Source: an optimization exercise on an open RTL-to-GDS flow (aim: small area and a short achievable clock period). Production flows keep margins and buffers that such runs may drop. For this run, only the layout was checked, not whether the RTL still works. Power is estimated from default activity; no workload was simulated.

==> design/flow/design.v <==
module pwl(
  input signed [13:0] x,
  input signed [13:0] x0,
  input signed [13:0] x1,
  input signed [13:0] x2,
  input signed [13:0] x3,
  input signed [13:0] x4,
  input signed [13:0] x5,
  input signed [13:0] x6,
  input signed [13:0] x7,
  input signed [13:0] x8,
  input signed [13:0] k0,
  input signed [13:0] k1,
  input signed [13:0] k2,
  input signed [13:0] k3,
  input signed [13:0] k4,
  input signed [13:0] k5,
  input signed [13:0] k6,
  input signed [13:0] k7,
  input signed [13:0] k8,
  input signed [13:0] k9,
  input signed [13:0] b0,
  input signed [13:0] b1,
  input signed [13:0] b2,
  input signed [13:0] b3,
  input signed [13:0] b4,
  input signed [13:0] b5,
  input signed [13:0] b6,
  input signed [13:0] b7,
  input signed [13:0] b8,
  input signed [13:0] b9,
  input clk,
  output reg signed [27:0] out
);
wire [8:0] ge;
wire [13:0] nx = ~x;
pwl_ge14 u_ge0(.nx(nx), .b(x0), .y(ge[0]));
pwl_ge14 u_ge1(.nx(nx), .b(x1), .y(ge[1]));
pwl_ge14 u_ge2(.nx(nx), .b(x2), .y(ge[2]));
pwl_ge14 u_ge3(.nx(nx), .b(x3), .y(ge[3]));
pwl_ge14 u_ge4(.nx(nx), .b(x4), .y(ge[4]));
pwl_ge14 u_ge5(.nx(nx), .b(x5), .y(ge[5]));
pwl_ge14 u_ge6(.nx(nx), .b(x6), .y(ge[6]));
pwl_ge14 u_ge7(.nx(nx), .b(x7), .y(ge[7]));
pwl_ge14 u_ge8(.nx(nx), .b(x8), .y(ge[8]));
wire [9:0] sel;
assign sel[0] = ~ge[8];
assign sel[1] = ge[8] & ~ge[7];
assign sel[2] = ge[7] & ~ge[6];
assign sel[3] = ge[6] & ~ge[5];
assign sel[4] = ge[5] & ~ge[4];
assign sel[5] = ge[4] & ~ge[3];
assign sel[6] = ge[3] & ~ge[2];
assign sel[7] = ge[2] & ~ge[1];
assign sel[8] = ge[1] & ~ge[0];
assign sel[9] = ge[0];
wire [27:0] kb_sel;
genvar g;
generate for (g = 0; g < 28; g = g + 1) begin : selb
  wire [9:0] d;
  if (g < 14) begin : kk
    assign d = {k9[g], k8[g], k7[g], k6[g], k5[g], k4[g], k3[g], k2[g], k1[g], k0[g]};
  end else begin : bb
    assign d = {b9[g-14], b8[g-14], b7[g-14], b6[g-14], b5[g-14], b4[g-14], b3[g-14], b2[g-14], b1[g-14], b0[g-14]};
  end
  pwl_sel10 u_sel(.s(sel), .d(d), .y(kb_sel[g]));
end endgenerate
wire [14:0] xe = {x, 1'b0};
wire [6:0] one_d, two_d, neg_d;
generate for (g = 0; g < 7; g = g + 1) begin : enc
  assign one_d[g] = xe[2*g+1] ^ xe[2*g];
  assign two_d[g] = (xe[2*g+2] & ~xe[2*g+1] & ~xe[2*g]) | (~xe[2*g+2] & xe[2*g+1] & xe[2*g]);
  assign neg_d[g] = xe[2*g+2];
end endgenerate
reg [13:0] k_r, b_r;
reg [6:0] one_r, two_r, neg_r;
always @(posedge clk) begin
  k_r <= kb_sel[13:0]; b_r <= kb_sel[27:14];
  one_r <= one_d; two_r <= two_d; neg_r <= neg_d;
end
wire pp0_0;
wire pp0_1;
wire pp0_2;
wire pp0_3;
wire pp0_4;
wire pp0_5;
wire pp0_6;
wire pp0_7;
wire pp0_8;
wire pp0_9;
wire pp0_10;
wire pp0_11;
wire pp0_12;
wire pp0_13;
wire pp0_14;
wire pp1_0;
wire pp1_1;
wire pp1_2;
wire pp1_3;
wire pp1_4;
wire pp1_5;
wire pp1_6;
wire pp1_7;
wire pp1_8;
wire pp1_9;
wire pp1_10;
wire pp1_11;
wire pp1_12;
wire pp1_13;
wire pp1_14;
wire pp2_0;
wire pp2_1;
wire pp2_2;
wire pp2_3;
wire pp2_4;
wire pp2_5;
wire pp2_6;
wire pp2_7;
wire pp2_8;
wire pp2_9;
wire pp2_10;
wire pp2_11;
wire pp2_12;
wire pp2_13;
wire pp2_14;
wire pp3_0;
wire pp3_1;
wire pp3_2;
wire pp3_3;
wire pp3_4;
wire pp3_5;
wire pp3_6;
wire pp3_7;
wire pp3_8;
wire pp3_9;
wire pp3_10;
wire pp3_11;
wire pp3_12;
wire pp3_13;
wire pp3_14;
wire pp4_0;
wire pp4_1;
wire pp4_2;
wire pp4_3;
wire pp4_4;
wire pp4_5;
wire pp4_6;
wire pp4_7;
wire pp4_8;
wire pp4_9;
wire pp4_10;
wire pp4_11;
wire pp4_12;
wire pp4_13;
wire pp4_14;
wire pp5_0;
wire pp5_1;
wire pp5_2;
wire pp5_3;
wire pp5_4;
wire pp5_5;
wire pp5_6;
wire pp5_7;
wire pp5_8;
wire pp5_9;
wire pp5_10;
wire pp5_11;
wire pp5_12;
wire pp5_13;
wire pp5_14;
wire pp6_0;
wire pp6_1;
wire pp6_2;
wire pp6_3;
wire pp6_4;
wire pp6_5;
wire pp6_6;
wire pp6_7;
wire pp6_8;
wire pp6_9;
wire pp6_10;
wire pp6_11;
wire pp6_12;
wire pp6_13;
wire pp6_14;
wire b13n;
wire n1;
wire n2;
wire n3;
wire n4;
wire n5;
wire n6;
wire n7;
wire s8, c9;
wire s10, c11;
wire s12, c13;
wire s14, c15;
wire s16, c17;
wire s18, c19;
wire s20, c21;
wire s22, c23;
wire s24, c25;
wire s26, c27;
wire s28, c29;
wire s30, c31;
wire s32, c33;
wire s34, c35;
wire s36, c37;
wire s38, c39;
wire s40, c41;
wire s42, c43;
wire s44, c45;
wire s46, c47;
wire s48, c49;
wire s50, c51;
wire s52, c53;
wire s54, c55;
wire s56, c57;
wire s58, c59;
wire s60, c61;
wire s62, c63;
wire s64, c65;
wire s66, c67;
wire s68, c69;
wire s70, c71;
wire s72, c73;
wire s74, c75;
wire s76, c77;
wire s78, c79;
wire s80, c81;
wire s82, c83;
wire s84, c85;
wire s86, c87;
wire s88, c89;
wire s90, c91;
wire s92, c93;
wire s94, c95;
wire s96, c97;
wire s98, c99;
wire s100, c101;
wire s102, c103;
wire s104, c105;
wire s106, c107;
wire s108, c109;
wire s110, c111;
wire s112, c113;
wire s114, c115;
wire s116, c117;
wire s118, c119;
wire s120, c121;
wire s122, c123;
wire s124, c125;
wire s126, c127;
wire s128, c129;
wire s130, c131;
wire s132, c133;
wire s134, c135;
wire s136, c137;
wire s138, c139;
wire s140, c141;
wire s142, c143;
wire s144, c145;
wire s146, c147;
wire s148, c149;
wire s150, c151;
wire s152, c153;
wire s154, c155;
wire s156, c157;
wire s158, c159;
wire s160, c161;
wire s162, c163;
wire s164, c165;
wire s166, c167;
wire s168, c169;
wire s170, c171;
wire s172, c173;
wire s174, c175;
wire s176, c177;
wire s178, c179;
wire s180, c181;
wire s182, c183;
wire s184, c185;
wire s186, c187;
wire s188, c189;
wire s190, c191;
wire s192, c193;
wire s194, c195;
wire s196, c197;
wire s198, c199;
wire s200, c201;
wire s202, c203;
wire s204, c205;
wire s206, c207;
wire s208, c209;
wire s210, c211;
wire s212, c213;
wire s214, c215;
wire s216, c217;
pwl_bpp0 u_pp0_0(.k1(k_r[0]), .one(one_r[0]), .neg(neg_r[0]), .y(pp0_0));
pwl_bpp u_pp0_1(.k1(k_r[1]), .k0(k_r[0]), .one(one_r[0]), .two(two_r[0]), .neg(neg_r[0]), .y(pp0_1));
pwl_bpp u_pp0_2(.k1(k_r[2]), .k0(k_r[1]), .one(one_r[0]), .two(two_r[0]), .neg(neg_r[0]), .y(pp0_2));
pwl_bpp u_pp0_3(.k1(k_r[3]), .k0(k_r[2]), .one(one_r[0]), .two(two_r[0]), .neg(neg_r[0]), .y(pp0_3));
pwl_bpp u_pp0_4(.k1(k_r[4]), .k0(k_r[3]), .one(one_r[0]), .two(two_r[0]), .neg(neg_r[0]), .y(pp0_4));
pwl_bpp u_pp0_5(.k1(k_r[5]), .k0(k_r[4]), .one(one_r[0]), .two(two_r[0]), .neg(neg_r[0]), .y(pp0_5));
pwl_bpp u_pp0_6(.k1(k_r[6]), .k0(k_r[5]), .one(one_r[0]), .two(two_r[0]), .neg(neg_r[0]), .y(pp0_6));
pwl_bpp u_pp0_7(.k1(k_r[7]), .k0(k_r[6]), .one(one_r[0]), .two(two_r[0]), .neg(neg_r[0]), .y(pp0_7));
pwl_bpp u_pp0_8(.k1(k_r[8]), .k0(k_r[7]), .one(one_r[0]), .two(two_r[0]), .neg(neg_r[0]), .y(pp0_8));
pwl_bpp u_pp0_9(.k1(k_r[9]), .k0(k_r[8]), .one(one_r[0]), .two(two_r[0]), .neg(neg_r[0]), .y(pp0_9));
pwl_bpp u_pp0_10(.k1(k_r[10]), .k0(k_r[9]), .one(one_r[0]), .two(two_r[0]), .neg(neg_r[0]), .y(pp0_10));
pwl_bpp u_pp0_11(.k1(k_r[11]), .k0(k_r[10]), .one(one_r[0]), .two(two_r[0]), .neg(neg_r[0]), .y(pp0_11));
pwl_bpp u_pp0_12(.k1(k_r[12]), .k0(k_r[11]), .one(one_r[0]), .two(two_r[0]), .neg(neg_r[0]), .y(pp0_12));
pwl_bpp u_pp0_13(.k1(k_r[13]), .k0(k_r[12]), .one(one_r[0]), .two(two_r[0]), .neg(neg_r[0]), .y(pp0_13));
pwl_bppn u_pp0_14(.k1(k_r[13]), .k0(k_r[13]), .one(one_r[0]), .two(two_r[0]), .neg(neg_r[0]), .y(pp0_14));
pwl_bpp0 u_pp1_0(.k1(k_r[0]), .one(one_r[1]), .neg(neg_r[1]), .y(pp1_0));
pwl_bpp u_pp1_1(.k1(k_r[1]), .k0(k_r[0]), .one(one_r[1]), .two(two_r[1]), .neg(neg_r[1]), .y(pp1_1));
pwl_bpp u_pp1_2(.k1(k_r[2]), .k0(k_r[1]), .one(one_r[1]), .two(two_r[1]), .neg(neg_r[1]), .y(pp1_2));
pwl_bpp u_pp1_3(.k1(k_r[3]), .k0(k_r[2]), .one(one_r[1]), .two(two_r[1]), .neg(neg_r[1]), .y(pp1_3));
pwl_bpp u_pp1_4(.k1(k_r[4]), .k0(k_r[3]), .one(one_r[1]), .two(two_r[1]), .neg(neg_r[1]), .y(pp1_4));
pwl_bpp u_pp1_5(.k1(k_r[5]), .k0(k_r[4]), .one(one_r[1]), .two(two_r[1]), .neg(neg_r[1]), .y(pp1_5));
pwl_bpp u_pp1_6(.k1(k_r[6]), .k0(k_r[5]), .one(one_r[1]), .two(two_r[1]), .neg(neg_r[1]), .y(pp1_6));
pwl_bpp u_pp1_7(.k1(k_r[7]), .k0(k_r[6]), .one(one_r[1]), .two(two_r[1]), .neg(neg_r[1]), .y(pp1_7));
pwl_bpp u_pp1_8(.k1(k_r[8]), .k0(k_r[7]), .one(one_r[1]), .two(two_r[1]), .neg(neg_r[1]), .y(pp1_8));
pwl_bpp u_pp1_9(.k1(k_r[9]), .k0(k_r[8]), .one(one_r[1]), .two(two_r[1]), .neg(neg_r[1]), .y(pp1_9));
pwl_bpp u_pp1_10(.k1(k_r[10]), .k0(k_r[9]), .one(one_r[1]), .two(two_r[1]), .neg(neg_r[1]), .y(pp1_10));
pwl_bpp u_pp1_11(.k1(k_r[11]), .k0(k_r[10]), .one(one_r[1]), .two(two_r[1]), .neg(neg_r[1]), .y(pp1_11));
pwl_bpp u_pp1_12(.k1(k_r[12]), .k0(k_r[11]), .one(one_r[1]), .two(two_r[1]), .neg(neg_r[1]), .y(pp1_12));
pwl_bpp u_pp1_13(.k1(k_r[13]), .k0(k_r[12]), .one(one_r[1]), .two(two_r[1]), .neg(neg_r[1]), .y(pp1_13));
pwl_bppn u_pp1_14(.k1(k_r[13]), .k0(k_r[13]), .one(one_r[1]), .two(two_r[1]), .neg(neg_r[1]), .y(pp1_14));
pwl_bpp0 u_pp2_0(.k1(k_r[0]), .one(one_r[2]), .neg(neg_r[2]), .y(pp2_0));
pwl_bpp u_pp2_1(.k1(k_r[1]), .k0(k_r[0]), .one(one_r[2]), .two(two_r[2]), .neg(neg_r[2]), .y(pp2_1));
pwl_bpp u_pp2_2(.k1(k_r[2]), .k0(k_r[1]), .one(one_r[2]), .two(two_r[2]), .neg(neg_r[2]), .y(pp2_2));
pwl_bpp u_pp2_3(.k1(k_r[3]), .k0(k_r[2]), .one(one_r[2]), .two(two_r[2]), .neg(neg_r[2]), .y(pp2_3));
pwl_bpp u_pp2_4(.k1(k_r[4]), .k0(k_r[3]), .one(one_r[2]), .two(two_r[2]), .neg(neg_r[2]), .y(pp2_4));
pwl_bpp u_pp2_5(.k1(k_r[5]), .k0(k_r[4]), .one(one_r[2]), .two(two_r[2]), .neg(neg_r[2]), .y(pp2_5));
pwl_bpp u_pp2_6(.k1(k_r[6]), .k0(k_r[5]), .one(one_r[2]), .two(two_r[2]), .neg(neg_r[2]), .y(pp2_6));
pwl_bpp u_pp2_7(.k1(k_r[7]), .k0(k_r[6]), .one(one_r[2]), .two(two_r[2]), .neg(neg_r[2]), .y(pp2_7));
pwl_bpp u_pp2_8(.k1(k_r[8]), .k0(k_r[7]), .one(one_r[2]), .two(two_r[2]), .neg(neg_r[2]), .y(pp2_8));
pwl_bpp u_pp2_9(.k1(k_r[9]), .k0(k_r[8]), .one(one_r[2]), .two(two_r[2]), .neg(neg_r[2]), .y(pp2_9));
pwl_bpp u_pp2_10(.k1(k_r[10]), .k0(k_r[9]), .one(one_r[2]), .two(two_r[2]), .neg(neg_r[2]), .y(pp2_10));
pwl_bpp u_pp2_11(.k1(k_r[11]), .k0(k_r[10]), .one(one_r[2]), .two(two_r[2]), .neg(neg_r[2]), .y(pp2_11));
pwl_bpp u_pp2_12(.k1(k_r[12]), .k0(k_r[11]), .one(one_r[2]), .two(two_r[2]), .neg(neg_r[2]), .y(pp2_12));
pwl_bpp u_pp2_13(.k1(k_r[13]), .k0(k_r[12]), .one(one_r[2]), .two(two_r[2]), .neg(neg_r[2]), .y(pp2_13));
pwl_bppn u_pp2_14(.k1(k_r[13]), .k0(k_r[13]), .one(one_r[2]), .two(two_r[2]), .neg(neg_r[2]), .y(pp2_14));
pwl_bpp0 u_pp3_0(.k1(k_r[0]), .one(one_r[3]), .neg(neg_r[3]), .y(pp3_0));
pwl_bpp u_pp3_1(.k1(k_r[1]), .k0(k_r[0]), .one(one_r[3]), .two(two_r[3]), .neg(neg_r[3]), .y(pp3_1));
pwl_bpp u_pp3_2(.k1(k_r[2]), .k0(k_r[1]), .one(one_r[3]), .two(two_r[3]), .neg(neg_r[3]), .y(pp3_2));
pwl_bpp u_pp3_3(.k1(k_r[3]), .k0(k_r[2]), .one(one_r[3]), .two(two_r[3]), .neg(neg_r[3]), .y(pp3_3));
pwl_bpp u_pp3_4(.k1(k_r[4]), .k0(k_r[3]), .one(one_r[3]), .two(two_r[3]), .neg(neg_r[3]), .y(pp3_4));
pwl_bpp u_pp3_5(.k1(k_r[5]), .k0(k_r[4]), .one(one_r[3]), .two(two_r[3]), .neg(neg_r[3]), .y(pp3_5));
pwl_bpp u_pp3_6(.k1(k_r[6]), .k0(k_r[5]), .one(one_r[3]), .two(two_r[3]), .neg(neg_r[3]), .y(pp3_6));
pwl_bpp u_pp3_7(.k1(k_r[7]), .k0(k_r[6]), .one(one_r[3]), .two(two_r[3]), .neg(neg_r[3]), .y(pp3_7));
pwl_bpp u_pp3_8(.k1(k_r[8]), .k0(k_r[7]), .one(one_r[3]), .two(two_r[3]), .neg(neg_r[3]), .y(pp3_8));
pwl_bpp u_pp3_9(.k1(k_r[9]), .k0(k_r[8]), .one(one_r[3]), .two(two_r[3]), .neg(neg_r[3]), .y(pp3_9));
pwl_bpp u_pp3_10(.k1(k_r[10]), .k0(k_r[9]), .one(one_r[3]), .two(two_r[3]), .neg(neg_r[3]), .y(pp3_10));
pwl_bpp u_pp3_11(.k1(k_r[11]), .k0(k_r[10]), .one(one_r[3]), .two(two_r[3]), .neg(neg_r[3]), .y(pp3_11));
pwl_bpp u_pp3_12(.k1(k_r[12]), .k0(k_r[11]), .one(one_r[3]), .two(two_r[3]), .neg(neg_r[3]), .y(pp3_12));
pwl_bpp u_pp3_13(.k1(k_r[13]), .k0(k_r[12]), .one(one_r[3]), .two(two_r[3]), .neg(neg_r[3]), .y(pp3_13));
pwl_bppn u_pp3_14(.k1(k_r[13]), .k0(k_r[13]), .one(one_r[3]), .two(two_r[3]), .neg(neg_r[3]), .y(pp3_14));
pwl_bpp0 u_pp4_0(.k1(k_r[0]), .one(one_r[4]), .neg(neg_r[4]), .y(pp4_0));
pwl_bpp u_pp4_1(.k1(k_r[1]), .k0(k_r[0]), .one(one_r[4]), .two(two_r[4]), .neg(neg_r[4]), .y(pp4_1));
pwl_bpp u_pp4_2(.k1(k_r[2]), .k0(k_r[1]), .one(one_r[4]), .two(two_r[4]), .neg(neg_r[4]), .y(pp4_2));
pwl_bpp u_pp4_3(.k1(k_r[3]), .k0(k_r[2]), .one(one_r[4]), .two(two_r[4]), .neg(neg_r[4]), .y(pp4_3));
pwl_bpp u_pp4_4(.k1(k_r[4]), .k0(k_r[3]), .one(one_r[4]), .two(two_r[4]), .neg(neg_r[4]), .y(pp4_4));
pwl_bpp u_pp4_5(.k1(k_r[5]), .k0(k_r[4]), .one(one_r[4]), .two(two_r[4]), .neg(neg_r[4]), .y(pp4_5));
pwl_bpp u_pp4_6(.k1(k_r[6]), .k0(k_r[5]), .one(one_r[4]), .two(two_r[4]), .neg(neg_r[4]), .y(pp4_6));
pwl_bpp u_pp4_7(.k1(k_r[7]), .k0(k_r[6]), .one(one_r[4]), .two(two_r[4]), .neg(neg_r[4]), .y(pp4_7));
pwl_bpp u_pp4_8(.k1(k_r[8]), .k0(k_r[7]), .one(one_r[4]), .two(two_r[4]), .neg(neg_r[4]), .y(pp4_8));
pwl_bpp u_pp4_9(.k1(k_r[9]), .k0(k_r[8]), .one(one_r[4]), .two(two_r[4]), .neg(neg_r[4]), .y(pp4_9));
pwl_bpp u_pp4_10(.k1(k_r[10]), .k0(k_r[9]), .one(one_r[4]), .two(two_r[4]), .neg(neg_r[4]), .y(pp4_10));
pwl_bpp u_pp4_11(.k1(k_r[11]), .k0(k_r[10]), .one(one_r[4]), .two(two_r[4]), .neg(neg_r[4]), .y(pp4_11));
pwl_bpp u_pp4_12(.k1(k_r[12]), .k0(k_r[11]), .one(one_r[4]), .two(two_r[4]), .neg(neg_r[4]), .y(pp4_12));
pwl_bpp u_pp4_13(.k1(k_r[13]), .k0(k_r[12]), .one(one_r[4]), .two(two_r[4]), .neg(neg_r[4]), .y(pp4_13));
pwl_bppn u_pp4_14(.k1(k_r[13]), .k0(k_r[13]), .one(one_r[4]), .two(two_r[4]), .neg(neg_r[4]), .y(pp4_14));
pwl_bpp0 u_pp5_0(.k1(k_r[0]), .one(one_r[5]), .neg(neg_r[5]), .y(pp5_0));
pwl_bpp u_pp5_1(.k1(k_r[1]), .k0(k_r[0]), .one(one_r[5]), .two(two_r[5]), .neg(neg_r[5]), .y(pp5_1));
pwl_bpp u_pp5_2(.k1(k_r[2]), .k0(k_r[1]), .one(one_r[5]), .two(two_r[5]), .neg(neg_r[5]), .y(pp5_2));
pwl_bpp u_pp5_3(.k1(k_r[3]), .k0(k_r[2]), .one(one_r[5]), .two(two_r[5]), .neg(neg_r[5]), .y(pp5_3));
pwl_bpp u_pp5_4(.k1(k_r[4]), .k0(k_r[3]), .one(one_r[5]), .two(two_r[5]), .neg(neg_r[5]), .y(pp5_4));
pwl_bpp u_pp5_5(.k1(k_r[5]), .k0(k_r[4]), .one(one_r[5]), .two(two_r[5]), .neg(neg_r[5]), .y(pp5_5));
pwl_bpp u_pp5_6(.k1(k_r[6]), .k0(k_r[5]), .one(one_r[5]), .two(two_r[5]), .neg(neg_r[5]), .y(pp5_6));
pwl_bpp u_pp5_7(.k1(k_r[7]), .k0(k_r[6]), .one(one_r[5]), .two(two_r[5]), .neg(neg_r[5]), .y(pp5_7));
pwl_bpp u_pp5_8(.k1(k_r[8]), .k0(k_r[7]), .one(one_r[5]), .two(two_r[5]), .neg(neg_r[5]), .y(pp5_8));
pwl_bpp u_pp5_9(.k1(k_r[9]), .k0(k_r[8]), .one(one_r[5]), .two(two_r[5]), .neg(neg_r[5]), .y(pp5_9));
pwl_bpp u_pp5_10(.k1(k_r[10]), .k0(k_r[9]), .one(one_r[5]), .two(two_r[5]), .neg(neg_r[5]), .y(pp5_10));
pwl_bpp u_pp5_11(.k1(k_r[11]), .k0(k_r[10]), .one(one_r[5]), .two(two_r[5]), .neg(neg_r[5]), .y(pp5_11));
pwl_bpp u_pp5_12(.k1(k_r[12]), .k0(k_r[11]), .one(one_r[5]), .two(two_r[5]), .neg(neg_r[5]), .y(pp5_12));
pwl_bpp u_pp5_13(.k1(k_r[13]), .k0(k_r[12]), .one(one_r[5]), .two(two_r[5]), .neg(neg_r[5]), .y(pp5_13));
pwl_bppn u_pp5_14(.k1(k_r[13]), .k0(k_r[13]), .one(one_r[5]), .two(two_r[5]), .neg(neg_r[5]), .y(pp5_14));
pwl_bpp0 u_pp6_0(.k1(k_r[0]), .one(one_r[6]), .neg(neg_r[6]), .y(pp6_0));
pwl_bpp u_pp6_1(.k1(k_r[1]), .k0(k_r[0]), .one(one_r[6]), .two(two_r[6]), .neg(neg_r[6]), .y(pp6_1));
pwl_bpp u_pp6_2(.k1(k_r[2]), .k0(k_r[1]), .one(one_r[6]), .two(two_r[6]), .neg(neg_r[6]), .y(pp6_2));
pwl_bpp u_pp6_3(.k1(k_r[3]), .k0(k_r[2]), .one(one_r[6]), .two(two_r[6]), .neg(neg_r[6]), .y(pp6_3));
pwl_bpp u_pp6_4(.k1(k_r[4]), .k0(k_r[3]), .one(one_r[6]), .two(two_r[6]), .neg(neg_r[6]), .y(pp6_4));
pwl_bpp u_pp6_5(.k1(k_r[5]), .k0(k_r[4]), .one(one_r[6]), .two(two_r[6]), .neg(neg_r[6]), .y(pp6_5));
pwl_bpp u_pp6_6(.k1(k_r[6]), .k0(k_r[5]), .one(one_r[6]), .two(two_r[6]), .neg(neg_r[6]), .y(pp6_6));
pwl_bpp u_pp6_7(.k1(k_r[7]), .k0(k_r[6]), .one(one_r[6]), .two(two_r[6]), .neg(neg_r[6]), .y(pp6_7));
pwl_bpp u_pp6_8(.k1(k_r[8]), .k0(k_r[7]), .one(one_r[6]), .two(two_r[6]), .neg(neg_r[6]), .y(pp6_8));
pwl_bpp u_pp6_9(.k1(k_r[9]), .k0(k_r[8]), .one(one_r[6]), .two(two_r[6]), .neg(neg_r[6]), .y(pp6_9));
pwl_bpp u_pp6_10(.k1(k_r[10]), .k0(k_r[9]), .one(one_r[6]), .two(two_r[6]), .neg(neg_r[6]), .y(pp6_10));
pwl_bpp u_pp6_11(.k1(k_r[11]), .k0(k_r[10]), .one(one_r[6]), .two(two_r[6]), .neg(neg_r[6]), .y(pp6_11));
pwl_bpp u_pp6_12(.k1(k_r[12]), .k0(k_r[11]), .one(one_r[6]), .two(two_r[6]), .neg(neg_r[6]), .y(pp6_12));
pwl_bpp u_pp6_13(.k1(k_r[13]), .k0(k_r[12]), .one(one_r[6]), .two(two_r[6]), .neg(neg_r[6]), .y(pp6_13));
pwl_bppn u_pp6_14(.k1(k_r[13]), .k0(k_r[13]), .one(one_r[6]), .two(two_r[6]), .neg(neg_r[6]), .y(pp6_14));
assign b13n = ~b_r[13];
assign n1 = ~b13n;
assign n2 = ~pp6_3;
assign n3 = ~pp6_5;
assign n4 = ~pp6_7;
assign n5 = ~pp6_9;
assign n6 = ~pp6_11;
assign n7 = ~pp6_13;
pwl_fa u_s8(.a(neg_r[0]), .b(b_r[0]), .c(pp0_0), .s(s8), .co(c9));
pwl_fa u_s10(.a(b_r[1]), .b(pp0_1), .c(c9), .s(s10), .co(c11));
pwl_fa u_s12(.a(neg_r[1]), .b(b_r[2]), .c(pp0_2), .s(s12), .co(c13));
pwl_fa u_s14(.a(pp1_0), .b(s12), .c(c11), .s(s14), .co(c15));
pwl_fa u_s16(.a(b_r[3]), .b(pp0_3), .c(pp1_1), .s(s16), .co(c17));
pwl_fa u_s18(.a(c13), .b(s16), .c(c15), .s(s18), .co(c19));
pwl_fa u_s20(.a(neg_r[2]), .b(b_r[4]), .c(pp0_4), .s(s20), .co(c21));
pwl_fa u_s22(.a(pp1_2), .b(pp2_0), .c(c17), .s(s22), .co(c23));
pwl_fa u_s24(.a(s20), .b(s22), .c(c19), .s(s24), .co(c25));
pwl_fa u_s26(.a(b_r[5]), .b(pp0_5), .c(pp1_3), .s(s26), .co(c27));
pwl_fa u_s28(.a(pp2_1), .b(c21), .c(s26), .s(s28), .co(c29));
pwl_fa u_s30(.a(c23), .b(s28), .c(c25), .s(s30), .co(c31));
pwl_fa u_s32(.a(neg_r[3]), .b(b_r[6]), .c(pp0_6), .s(s32), .co(c33));
pwl_fa u_s34(.a(pp1_4), .b(pp2_2), .c(pp3_0), .s(s34), .co(c35));
pwl_fa u_s36(.a(c27), .b(s32), .c(s34), .s(s36), .co(c37));
pwl_ha u_s38(.a(c29), .b(s36), .s(s38), .co(c39));
pwl_fa u_s40(.a(b_r[7]), .b(pp0_7), .c(pp1_5), .s(s40), .co(c41));
pwl_fa u_s42(.a(pp2_3), .b(pp3_1), .c(c33), .s(s42), .co(c43));
pwl_fa u_s44(.a(c35), .b(s40), .c(c37), .s(s44), .co(c45));
pwl_fa u_s46(.a(s42), .b(c39), .c(s44), .s(s46), .co(c47));
pwl_fa u_s48(.a(neg_r[4]), .b(b_r[8]), .c(pp0_8), .s(s48), .co(c49));
pwl_fa u_s50(.a(pp1_6), .b(pp2_4), .c(pp3_2), .s(s50), .co(c51));
pwl_fa u_s52(.a(pp4_0), .b(c41), .c(s48), .s(s52), .co(c53));
pwl_fa u_s54(.a(s50), .b(c43), .c(s52), .s(s54), .co(c55));
pwl_fa u_s56(.a(c45), .b(s54), .c(c47), .s(s56), .co(c57));
pwl_fa u_s58(.a(b_r[9]), .b(pp0_9), .c(pp1_7), .s(s58), .co(c59));
pwl_fa u_s60(.a(pp2_5), .b(pp3_3), .c(pp4_1), .s(s60), .co(c61));
pwl_fa u_s62(.a(c49), .b(c51), .c(s58), .s(s62), .co(c63));
pwl_fa u_s64(.a(s60), .b(c53), .c(s62), .s(s64), .co(c65));
pwl_ha u_s66(.a(c55), .b(s64), .s(s66), .co(c67));
pwl_fa u_s68(.a(neg_r[5]), .b(b_r[10]), .c(pp0_10), .s(s68), .co(c69));
pwl_fa u_s70(.a(pp1_8), .b(pp2_6), .c(pp3_4), .s(s70), .co(c71));
pwl_fa u_s72(.a(pp4_2), .b(pp5_0), .c(c59), .s(s72), .co(c73));
pwl_fa u_s74(.a(c61), .b(s68), .c(s70), .s(s74), .co(c75));
pwl_fa u_s76(.a(c63), .b(s72), .c(s74), .s(s76), .co(c77));
pwl_fa u_s78(.a(c65), .b(s76), .c(c67), .s(s78), .co(c79));
pwl_fa u_s80(.a(b_r[11]), .b(pp0_11), .c(pp1_9), .s(s80), .co(c81));
pwl_fa u_s82(.a(pp2_7), .b(pp3_5), .c(pp4_3), .s(s82), .co(c83));
pwl_fa u_s84(.a(pp5_1), .b(c69), .c(c71), .s(s84), .co(c85));
pwl_fa u_s86(.a(s80), .b(s82), .c(c73), .s(s86), .co(c87));
pwl_fa u_s88(.a(c75), .b(s84), .c(s86), .s(s88), .co(c89));
pwl_fa u_s90(.a(c77), .b(s88), .c(c79), .s(s90), .co(c91));
pwl_fa u_s92(.a(neg_r[6]), .b(b_r[12]), .c(pp0_12), .s(s92), .co(c93));
pwl_fa u_s94(.a(pp1_10), .b(pp2_8), .c(pp3_6), .s(s94), .co(c95));
pwl_fa u_s96(.a(pp4_4), .b(pp5_2), .c(pp6_0), .s(s96), .co(c97));
pwl_fa u_s98(.a(c81), .b(c83), .c(s92), .s(s98), .co(c99));
pwl_fa u_s100(.a(s94), .b(s96), .c(c85), .s(s100), .co(c101));
pwl_fa u_s102(.a(s98), .b(c87), .c(s100), .s(s102), .co(c103));
pwl_ha u_s104(.a(c89), .b(s102), .s(s104), .co(c105));
pwl_fa u_s106(.a(n1), .b(pp0_13), .c(pp1_11), .s(s106), .co(c107));
pwl_fa u_s108(.a(pp2_9), .b(pp3_7), .c(pp4_5), .s(s108), .co(c109));
pwl_fa u_s110(.a(pp5_3), .b(pp6_1), .c(c93), .s(s110), .co(c111));
pwl_fa u_s112(.a(c95), .b(c97), .c(s106), .s(s112), .co(c113));
pwl_fa u_s114(.a(s108), .b(c99), .c(s110), .s(s114), .co(c115));
pwl_fa u_s116(.a(s112), .b(c101), .c(s114), .s(s116), .co(c117));
pwl_fa u_s118(.a(c103), .b(s116), .c(c105), .s(s118), .co(c119));
pwl_fa u_s120(.a(b13n), .b(pp0_14), .c(pp1_12), .s(s120), .co(c121));
pwl_fa u_s122(.a(pp2_10), .b(pp3_8), .c(pp4_6), .s(s122), .co(c123));
pwl_fa u_s124(.a(pp5_4), .b(pp6_2), .c(c107), .s(s124), .co(c125));
pwl_fa u_s126(.a(c109), .b(s120), .c(s122), .s(s126), .co(c127));
pwl_fa u_s128(.a(c111), .b(c113), .c(s124), .s(s128), .co(c129));
pwl_fa u_s130(.a(s126), .b(c115), .c(s128), .s(s130), .co(c131));
pwl_ha u_s132(.a(c117), .b(s130), .s(s132), .co(c133));
pwl_fa u_s134(.a(pp1_13), .b(pp2_11), .c(pp3_9), .s(s134), .co(c135));
pwl_fa u_s136(.a(pp4_7), .b(pp5_5), .c(n2), .s(s136), .co(c137));
pwl_fa u_s138(.a(c121), .b(c123), .c(s134), .s(s138), .co(c139));
pwl_fa u_s140(.a(s136), .b(c125), .c(c127), .s(s140), .co(c141));
pwl_fa u_s142(.a(s138), .b(c129), .c(s140), .s(s142), .co(c143));
pwl_fa u_s144(.a(c131), .b(s142), .c(c133), .s(s144), .co(c145));
pwl_fa u_s146(.a(pp1_14), .b(pp2_12), .c(pp3_10), .s(s146), .co(c147));
pwl_fa u_s148(.a(pp4_8), .b(pp5_6), .c(pp6_4), .s(s148), .co(c149));
pwl_fa u_s150(.a(pp6_3), .b(c135), .c(s146), .s(s150), .co(c151));
pwl_fa u_s152(.a(s148), .b(c137), .c(c139), .s(s152), .co(c153));
pwl_fa u_s154(.a(s150), .b(c141), .c(s152), .s(s154), .co(c155));
pwl_ha u_s156(.a(c143), .b(s154), .s(s156), .co(c157));
pwl_fa u_s158(.a(pp2_13), .b(pp3_11), .c(pp4_9), .s(s158), .co(c159));
pwl_fa u_s160(.a(pp5_7), .b(n3), .c(c147), .s(s160), .co(c161));
pwl_fa u_s162(.a(c149), .b(s158), .c(c151), .s(s162), .co(c163));
pwl_fa u_s164(.a(s160), .b(c153), .c(s162), .s(s164), .co(c165));
pwl_fa u_s166(.a(c155), .b(s164), .c(c157), .s(s166), .co(c167));
pwl_fa u_s168(.a(pp2_14), .b(pp3_12), .c(pp4_10), .s(s168), .co(c169));
pwl_fa u_s170(.a(pp5_8), .b(pp6_6), .c(pp6_5), .s(s170), .co(c171));
pwl_fa u_s172(.a(c159), .b(s168), .c(s170), .s(s172), .co(c173));
pwl_fa u_s174(.a(c161), .b(s172), .c(c163), .s(s174), .co(c175));
pwl_ha u_s176(.a(c165), .b(s174), .s(s176), .co(c177));
pwl_fa u_s178(.a(pp3_13), .b(pp4_11), .c(pp5_9), .s(s178), .co(c179));
pwl_fa u_s180(.a(n4), .b(c169), .c(c171), .s(s180), .co(c181));
pwl_fa u_s182(.a(s178), .b(c173), .c(s180), .s(s182), .co(c183));
pwl_fa u_s184(.a(s182), .b(c175), .c(c177), .s(s184), .co(c185));
pwl_fa u_s186(.a(pp3_14), .b(pp4_12), .c(pp5_10), .s(s186), .co(c187));
pwl_fa u_s188(.a(pp6_8), .b(pp6_7), .c(c179), .s(s188), .co(c189));
pwl_fa u_s190(.a(s186), .b(c181), .c(s188), .s(s190), .co(c191));
pwl_ha u_s192(.a(c183), .b(s190), .s(s192), .co(c193));
pwl_fa u_s194(.a(pp4_13), .b(pp5_11), .c(n5), .s(s194), .co(c195));
pwl_fa u_s196(.a(c187), .b(s194), .c(c189), .s(s196), .co(c197));
pwl_fa u_s198(.a(c191), .b(s196), .c(c193), .s(s198), .co(c199));
pwl_fa u_s200(.a(pp4_14), .b(pp5_12), .c(pp6_10), .s(s200), .co(c201));
pwl_fa u_s202(.a(pp6_9), .b(s200), .c(c195), .s(s202), .co(c203));
pwl_fa u_s204(.a(s202), .b(c197), .c(c199), .s(s204), .co(c205));
pwl_fa u_s206(.a(pp5_13), .b(n6), .c(c201), .s(s206), .co(c207));
pwl_ha u_s208(.a(s206), .b(c203), .s(s208), .co(c209));
pwl_fa u_s210(.a(pp5_14), .b(pp6_12), .c(pp6_11), .s(s210), .co(c211));
pwl_fa u_s212(.a(s210), .b(c207), .c(c209), .s(s212), .co(c213));
pwl_fa u_s214(.a(n7), .b(c211), .c(c213), .s(s214), .co(c215));
pwl_fa u_s216(.a(pp6_14), .b(pp6_13), .c(c215), .s(s216), .co(c217));
reg [35:0] r2;
always @(posedge clk) r2 <= {c217, s216, s214, s212, s208, c205, s204, s198, s192, c185, s184, s176, c167, s166, s156, c145, s144, s132, c119, s118, s104, c91, s90, s78, s66, c57, s56, s46, s38, c31, s30, s24, s18, s14, s10, s8};
wire cs230, cc231;
pwl_ha u_cs230(.a(r2[6]), .b(r2[7]), .s(cs230), .co(cc231));
wire cs232, cc233;
pwl_ha u_cs232(.a(r2[8]), .b(cc231), .s(cs232), .co(cc233));
wire cs234, cc235;
pwl_ha u_cs234(.a(r2[9]), .b(cc233), .s(cs234), .co(cc235));
wire cs236, cc237;
pwl_fa u_cs236(.a(r2[10]), .b(r2[11]), .c(cc235), .s(cs236), .co(cc237));
wire cs238, cc239;
pwl_ha u_cs238(.a(r2[12]), .b(cc237), .s(cs238), .co(cc239));
wire cs240, cc241;
pwl_ha u_cs240(.a(r2[13]), .b(cc239), .s(cs240), .co(cc241));
wire cin242 = 1'b0;
wire cin243 = cc241 | ((cs230 & cs232 & cs234 & cs236 & cs238 & cs240) & cin242);
wire cs244, cc245;
pwl_ha u_cs244(.a(r2[14]), .b(r2[15]), .s(cs244), .co(cc245));
wire cs246, cc247;
pwl_ha u_cs246(.a(r2[16]), .b(cc245), .s(cs246), .co(cc247));
wire cs248, cc249;
pwl_fa u_cs248(.a(r2[17]), .b(r2[18]), .c(cc247), .s(cs248), .co(cc249));
wire cs250, cc251;
pwl_ha u_cs250(.a(r2[19]), .b(cc249), .s(cs250), .co(cc251));
wire cs252, cc253;
pwl_fa u_cs252(.a(r2[20]), .b(r2[21]), .c(cc251), .s(cs252), .co(cc253));
wire cs254, cc255;
pwl_ha u_cs254(.a(r2[22]), .b(cc253), .s(cs254), .co(cc255));
wire cin256 = cin243;
wire cin257 = cc255 | ((cs244 & cs246 & cs248 & cs250 & cs252 & cs254) & cin256);
wire cs258, cc259;
pwl_ha u_cs258(.a(r2[23]), .b(r2[24]), .s(cs258), .co(cc259));
wire cs260, cc261;
pwl_ha u_cs260(.a(r2[25]), .b(cc259), .s(cs260), .co(cc261));
wire cs262, cc263;
pwl_fa u_cs262(.a(r2[26]), .b(r2[27]), .c(cc261), .s(cs262), .co(cc263));
wire cs264, cc265;
pwl_ha u_cs264(.a(r2[28]), .b(cc263), .s(cs264), .co(cc265));
wire cs266, cc267;
pwl_ha u_cs266(.a(r2[29]), .b(cc265), .s(cs266), .co(cc267));
wire cin268 = cin257;
wire cin269 = cc267 | ((cs258 & cs260 & cs262 & cs264 & cs266) & cin268);
wire cs270, cc271;
pwl_ha u_cs270(.a(r2[30]), .b(r2[31]), .s(cs270), .co(cc271));
wire cs272, cc273;
pwl_ha u_cs272(.a(r2[32]), .b(cc271), .s(cs272), .co(cc273));
wire cs274, cc275;
pwl_ha u_cs274(.a(r2[33]), .b(cc273), .s(cs274), .co(cc275));
wire cs276, cc277;
pwl_ha u_cs276(.a(r2[34]), .b(cc275), .s(cs276), .co(cc277));
wire cs278;
assign cs278 = ~(r2[35] ^ cc277);
wire cin280 = cin269;
wire cin281 = 1'b0 | ((cs270 & cs272 & cs274 & cs276 & cs278) & cin280);
reg [27:0] s_r;
reg [3:0] ci_r;
always @(posedge clk) begin
  s_r <= {cs278, cs276, cs274, cs272, cs270, cs266, cs264, cs262, cs260, cs258, cs254, cs252, cs250, cs248, cs246, cs244, cs240, cs238, cs236, cs234, cs232, cs230, r2[5], r2[4], r2[3], r2[2], r2[1], r2[0]};
  ci_r <= {cin280, cin268, cin256, cin242};
end
always @(*) out = {(s_r[27] ^ (ci_r[3] & s_r[23] & s_r[24] & s_r[25] & s_r[26])), (s_r[26] ^ (ci_r[3] & s_r[23] & s_r[24] & s_r[25])), (s_r[25] ^ (ci_r[3] & s_r[23] & s_r[24])), (s_r[24] ^ (ci_r[3] & s_r[23])), (s_r[23] ^ (ci_r[3])), (s_r[22] ^ (ci_r[2] & s_r[18] & s_r[19] & s_r[20] & s_r[21])), (s_r[21] ^ (ci_r[2] & s_r[18] & s_r[19] & s_r[20])), (s_r[20] ^ (ci_r[2] & s_r[18] & s_r[19])), (s_r[19] ^ (ci_r[2] & s_r[18])), (s_r[18] ^ (ci_r[2])), (s_r[17] ^ (ci_r[1] & s_r[12] & s_r[13] & s_r[14] & s_r[15] & s_r[16])), (s_r[16] ^ (ci_r[1] & s_r[12] & s_r[13] & s_r[14] & s_r[15])), (s_r[15] ^ (ci_r[1] & s_r[12] & s_r[13] & s_r[14])), (s_r[14] ^ (ci_r[1] & s_r[12] & s_r[13])), (s_r[13] ^ (ci_r[1] & s_r[12])), (s_r[12] ^ (ci_r[1])), (s_r[11] ^ (ci_r[0] & s_r[6] & s_r[7] & s_r[8] & s_r[9] & s_r[10])), (s_r[10] ^ (ci_r[0] & s_r[6] & s_r[7] & s_r[8] & s_r[9])), (s_r[9] ^ (ci_r[0] & s_r[6] & s_r[7] & s_r[8])), (s_r[8] ^ (ci_r[0] & s_r[6] & s_r[7])), (s_r[7] ^ (ci_r[0] & s_r[6])), (s_r[6] ^ (ci_r[0])), s_r[5], s_r[4], s_r[3], s_r[2], s_r[1], s_r[0]};
endmodule
module pwl_ge14(input [13:0] nx, input [13:0] b, output y);
  wire [13:0] g, p;
  assign g[12:0] = ~(nx[12:0] | b[12:0]);
  assign p[12:0] = ~(nx[12:0] & b[12:0]);
  assign g[13] = nx[13] & b[13];
  assign p[13] = nx[13] | b[13];
  wire g10 = g[1] | (p[1] & p[0]);
  wire g32 = g[3] | (p[3] & g[2]);  wire p32 = p[3] & p[2];
  wire g54 = g[5] | (p[5] & g[4]);  wire p54 = p[5] & p[4];
  wire g76 = g[7] | (p[7] & g[6]);  wire p76 = p[7] & p[6];
  wire g98 = g[9] | (p[9] & g[8]);  wire p98 = p[9] & p[8];
  wire gba = g[11] | (p[11] & g[10]); wire pba = p[11] & p[10];
  wire gdc = g[13] | (p[13] & g[12]); wire pdc = p[13] & p[12];
  wire g3_0 = g32 | (p32 & g10);
  wire g7_4 = g76 | (p76 & g54); wire p7_4 = p76 & p54;
  wire gb_8 = gba | (pba & g98); wire pb_8 = pba & p98;
  wire g7_0 = g7_4 | (p7_4 & g3_0);
  wire gd_8 = gdc | (pdc & gb_8); wire pd_8 = pdc & pb_8;
  assign y = gd_8 | (pd_8 & g7_0);
endmodule
module pwl_sel10(input [9:0] s, input [9:0] d, output y);
  wire n0, n1, n2, n3;
  pwl_aoi222 u0(.s(s[2:0]), .d(d[2:0]), .yn(n0));
  pwl_aoi222 u1(.s(s[5:3]), .d(d[5:3]), .yn(n1));
  pwl_aoi222 u2(.s(s[8:6]), .d(d[8:6]), .yn(n2));
  assign n3 = ~(s[9] & d[9]);
  assign y = ~(n0 & n1 & n2 & n3);
endmodule
module pwl_aoi222(input [2:0] s, input [2:0] d, output yn);
  assign yn = ~((s[0] & d[0]) | (s[1] & d[1]) | (s[2] & d[2]));
endmodule
module pwl_bpp(input k1, input k0, input one, input two, input neg, output y);
  assign y = ((one & k1) | (two & k0)) ^ neg;
endmodule
module pwl_bpp0(input k1, input one, input neg, output y);
  assign y = (one & k1) ^ neg;
endmodule
module pwl_bppn(input k1, input k0, input one, input two, input neg, output y);
  assign y = ~(((one & k1) | (two & k0)) ^ neg);
endmodule
module pwl_fa(input a, input b, input c, output s, output co);
  assign s = a ^ b ^ c;
  assign co = (a & b) | (a & c) | (b & c);
endmodule
module pwl_ha(input a, input b, output s, output co);
  assign s = a ^ b;
  assign co = a & b;
endmodule
module pwl_ha1(input a, input b, output s, output co);
  assign s = ~(a ^ b);
  assign co = a | b;
endmodule
module pwl_ha_nn(input a, input b, output s, output co);
  assign s = a ^ b;
  assign co = ~(a | b);
endmodule
module pwl_ha_pn(input a, input b, output s, output co);
  assign s = a ^ b;
  assign co = a & ~b;
endmodule
==> design/flow/flow/run.sh <==
#!/bin/bash
# Standard ORFS layout (the standard.sh) with these changes:
#  - port buffers use sky130_fd_sc_hd__buf_1 instead of the resizer's default choice;
#  - buffers left by synthesis are removed at floorplan (repair_design re-buffers as needed);
#  - before floorplan every combinational cell is swapped for the smallest-area cell of the
#    same function (flow/downsize.tcl); later timing/design repair upsizes where needed;
#  - clock tree synthesis adds no dummy loads.
set -euo pipefail
here=$(pwd)
cat >> config.mk <<EOC
export BUFFER_PORTS_ARGS = -buffer_cell sky130_fd_sc_hd__buf_1
export REMOVE_ABC_BUFFERS = 1
export CTS_ARGS = -sink_clustering_enable -repair_clock_nets -dont_use_dummy_load -buf_list "sky130_fd_sc_hd__clkbuf_4 sky130_fd_sc_hd__clkbuf_8"
export PRE_FLOORPLAN_TCL = $here/flow/downsize.tcl
EOC
bash standard.sh > standard_flow.log 2>&1
==> design/flow/flow/downsize.tcl <==
# Replace each combinational cell with the smallest-area cell of the same function
# (same name stem, other drive strength). Registers, adders and tie cells are kept.
set n 0
set saved 0.0
foreach inst [get_cells *] {
  set cell [get_lib_cells -of_objects $inst]
  set ref [get_name $cell]
  if {![regexp {^(sky130_fd_sc_hd__[a-z0-9]+)_([0-9]+)$} $ref -> stem drive]} { continue }
  if {[regexp {__(df|dl|sdf|edf|fa|ha|conb|tap|clk|fill|decap|diode)} $stem]} { continue }
  set best $ref
  set best_area [get_property $cell area]
  foreach cand [get_lib_cells ${stem}_*] {
    set cname [get_name $cand]
    if {![regexp "^${stem}_\[0-9\]+\$" $cname]} { continue }
    set a [get_property $cand area]
    if {$a < $best_area - 1e-6} { set best $cname; set best_area $a }
  }
  if {$best ne $ref} {
    set saved [expr {$saved + [get_property $cell area] - $best_area}]
    replace_cell $inst $best
    incr n
  }
}
puts "downsize: replaced $n cells, saved [format %.1f $saved] um2"
==> design/flow/standard.sh <==
#!/bin/bash
# synth_recipe.tcl (not shown) runs the flow's synth.tcl, then flattens the netlist and writes it again
# the make line also repeats each setting of config.mk as NAME=value (left out here)
make -C /OpenROAD-flow-scripts/flow DESIGN_CONFIG=/design/flow/config.mk WORK_HOME=/design/flow/orfs CLKGATE_MAP_FILE= SYNTH_SCRIPT=/design/flow/synth_recipe.tcl "${@:-finish}"
==> design/flow/config.mk <==
export PLATFORM = sky130hd
export DESIGN_NAME = pwl
export DESIGN_NICKNAME = pwl
export VERILOG_FILES = /design/flow/design.v
export SDC_FILE = /design/flow/constraint.sdc
export NUM_CORES = 4
export LEC_CHECK = 0
export CAP_MARGIN = 20
export CORE_MARGIN = 2
export CORE_UTILIZATION = 40
export CTS_BUF_LIST = sky130_fd_sc_hd__clkbuf_4 sky130_fd_sc_hd__clkbuf_8
export SETUP_SLACK_MARGIN = 5
export SLEW_MARGIN = 20
export SYNTH_HIERARCHICAL = 1
export BUFFER_PORTS_ARGS = -buffer_cell sky130_fd_sc_hd__buf_1
export REMOVE_ABC_BUFFERS = 1
export CTS_ARGS = -sink_clustering_enable -repair_clock_nets -dont_use_dummy_load -buf_list "sky130_fd_sc_hd__clkbuf_4 sky130_fd_sc_hd__clkbuf_8"
export PRE_FLOORPLAN_TCL = /design/flow/flow/downsize.tcl
==> design/flow/constraint.sdc <==
create_clock -name core_clock -period 9.0 [get_ports {clk}]
set_input_delay 1.8000 -clock core_clock [delete_from_list [all_inputs] [get_ports {clk}]]
set_output_delay 1.8000 -clock core_clock [all_outputs]
set_load 0.01 [all_outputs]
==> impl_metrics.toml <==
[outcome]
outcome = "no timing/DRC/antenna violations"

[timing]
slew_viol_final = 0
timing.fmax_ghz = 0.246
rsz0062_at_grt = "yes"
setup_viol = 0
worst_hold_slack_ns = 0.321
period_share = 0.451
setup-tns-final_ns = 0
timing.slew.headroom = 0.422
fin_crit_ns = 4.06
final.setup_skew_ns = 0.0326
worst_pin_slew_ns = 0.866
hold_viol_final = 0

[floorplan]
dieArea_um2 = 25500
rows = 56
die_w_um = 160
core-area_um2 = 23600
start_util = 0.411
boundaryPins = 449
fp.dieH_um = 160

[global_route]
overflow = 0
grt_pass1_vias = 11000
grt_start_max_net_pins = 30
antenna_found_initial = 10
grt_pass1_wl_um = 70800
track_usage = 0.374

[hold_path]
hold_class = "reg -> reg"

[routing]
drt_pass1_iterations = 7
wl_met2_um = 20900
routed_wl_um = 49300
vias_per_cell = 6.40
wl_met1_um = 20100
final_antenna_net_count = 0
routed-wl-met3_um = 6610
drc = 0
dr.max_layer_used = "met4"
routed-via-count = 11600
post_drt_wl_per_cell_um = 27.2
drt-initial-drc-count = 1774

[clocking]
insertion_delay_ns = 0.44
clock-sinks = 116
cts_made_buffers = 17
cts_buffer_depth = 2
clk_pin_slew_worst_paths_ns = 0.06
cts.htree.levels = 4
cts-root-buf = "clkbuf_8"
cts_tree = "done"

[place]
gp_congestion = 1.12
dp_hpwl_um = 38900
io_buffers = 448

[yosys]
synth_warnings = 7
synthCells = 960

[finish]
post-route-util = 0.538
nNetsFinal = 2043
drive_gt1_frac = 0.0871
nFillCells = 2303

[pwr]
vdd_drop_max_v = 0.000230
power.density_nw_per_um2 = 304
power_leakage_nw = 4.46

[setup_path]
crit_arrival_ns = 4.34
cp_max_fo = 24
critPathCaptureType = "flip-flop"
critPathLaunchType = "primary input"
critical_path_class = "in -> reg"
required_ns = 9.28

[run]
maxCapViolations = 0
[area by class of cell]
type | count | area, um2 | area share
Timing Repair inverter | 9 | 62.6 | 0.00493
Tap cell | 319 | 399 | 0.0314
Sequential cell | 116 | 2330 | 0.183
Timing Repair Buffer | 507 | 2200 | 0.173
Inverter | 22 | 131 | 0.0103
Antenna cell | 13 | 32.5 | 0.00256
Clock buffer | 17 | 234 | 0.0184
Multi-Input combinational cell | 810 | 7310 | 0.576
[path summary, 6_finish.rpt]
kind / startpoint / end / slack (ns) / cells after the start
worst min-delay path: r2[5]$_DFF_P_ / s_r[5]$_DFF_P_ / 0.32 / 0
worst max register to register: k_r[9]$_DFF_P_ / r2[13]$_DFF_P_ / 5.12 / 8
worst max-delay path: x[10] / b_r[5]$_DFF_P_ / 4.94 / 11
worst min register to register: r2[5]$_DFF_P_ / s_r[5]$_DFF_P_ / 0.32 / 0
[worst max-delay path: stages]
cell,delay [ns]
buf_2,0.17
clkinvlp_4,0.16
buf_4,0.22
a2111oi_0,0.42
a21oi_1,0.16
a32oi_1,0.26
o21a_1,0.25
nor2b_4,0.10
buf_4,0.23
a222oi_1,0.42
nand4_1,0.13
[state kept, by name, summed over array words and instances (netlist names)]
register  count
ci_r          3
b_r          14
one_r         7
two_r         7
s_r          28
r2           36
neg_r         7
k_r          14
[layout by cell type (no fill, tap or decap), types with 13 or more instances in the layout]
| cell | count |
|---|---|
| buf_1 | 437 |
| a22oi_1 | 125 |
| dfxtp_1 | 112 |
| fa_1 | 101 |
| xnor2_1 | 99 |
| a222oi_1 | 93 |
| nand2_1 | 77 |
| buf_4 | 52 |
| o21ai_0 | 41 |
| ha_1 | 38 |
| nand4_1 | 29 |
| a21oi_1 | 27 |
| nor2_1 | 24 |
| clkinvlp_4 | 20 |
| o22ai_1 | 18 |
| clkbuf_8 | 17 |
| nand3_1 | 16 |
| xor2_1 | 16 |
| a211oi_1 | 16 |
| diode_2 | 13 |
[routing by layer]
metal / track usage / vias up
met3: 0.123 / 125
met1: 0.524 / 5666
met5: 0 / -
li1: - / 4935
met4: 0.120 / 0
met2: 0.543 / 882
[report_power, final]
group          internal [mW]  leakage [nW]  switching, mW  total [mW]
logic                   1.16          3.36           1.40        2.56
registers              0.782         0.973          0.174       0.956
clock network          0.165         0.122          0.181       0.346
[through the flow]
stage	instance area (um2)	power (mW)	instances	setup WS, ns
CTS	12400	3.83	1777	4.98
detailed placement	11800	3.44	1727	4.01
global placement	11800	3.44	1727	4.08
finish	12700	3.86	1813	4.94
global route	12700	4.20	1808	4.91
floorplan	9650	2.44	948	4.35
[timing repair]
item / CTS / global route
setup endpoints to repair: 28 / 36
pin swaps: 1 / 19
gates cloned: 7 / 2
resized for setup: 27 / 32
hold buffers: 0 / 0
setup buffers: 26 / 21

[port drivers added, routing unchanged]
The results above use ideal ports. As a check the final layout listed here was re-extracted and re-timed, cells and wires unchanged. Step 1: set_driving_cell puts a clkbuf_16 on clk and a buf_2 on each other input, an assumption about the parent block. Step 2, shift: input delay + t, output delay - t, t = (earliest + latest rising clock arrival at the registers) / 2. This alone moves slack from input paths to output paths. a / b / c = ideal ports / drivers / drivers and shift; a / b = the first two.
t (ns): 0.468
setup slack, ns: 4.937 / 4.954 / 4.486
worst register clock-pin slew, ns: 0.08 / 0.08
After both steps setup and hold are still met in this run. For this run, drivers alone change the setup slack by +0.017 ns; drivers and shift together by -0.451 ns.
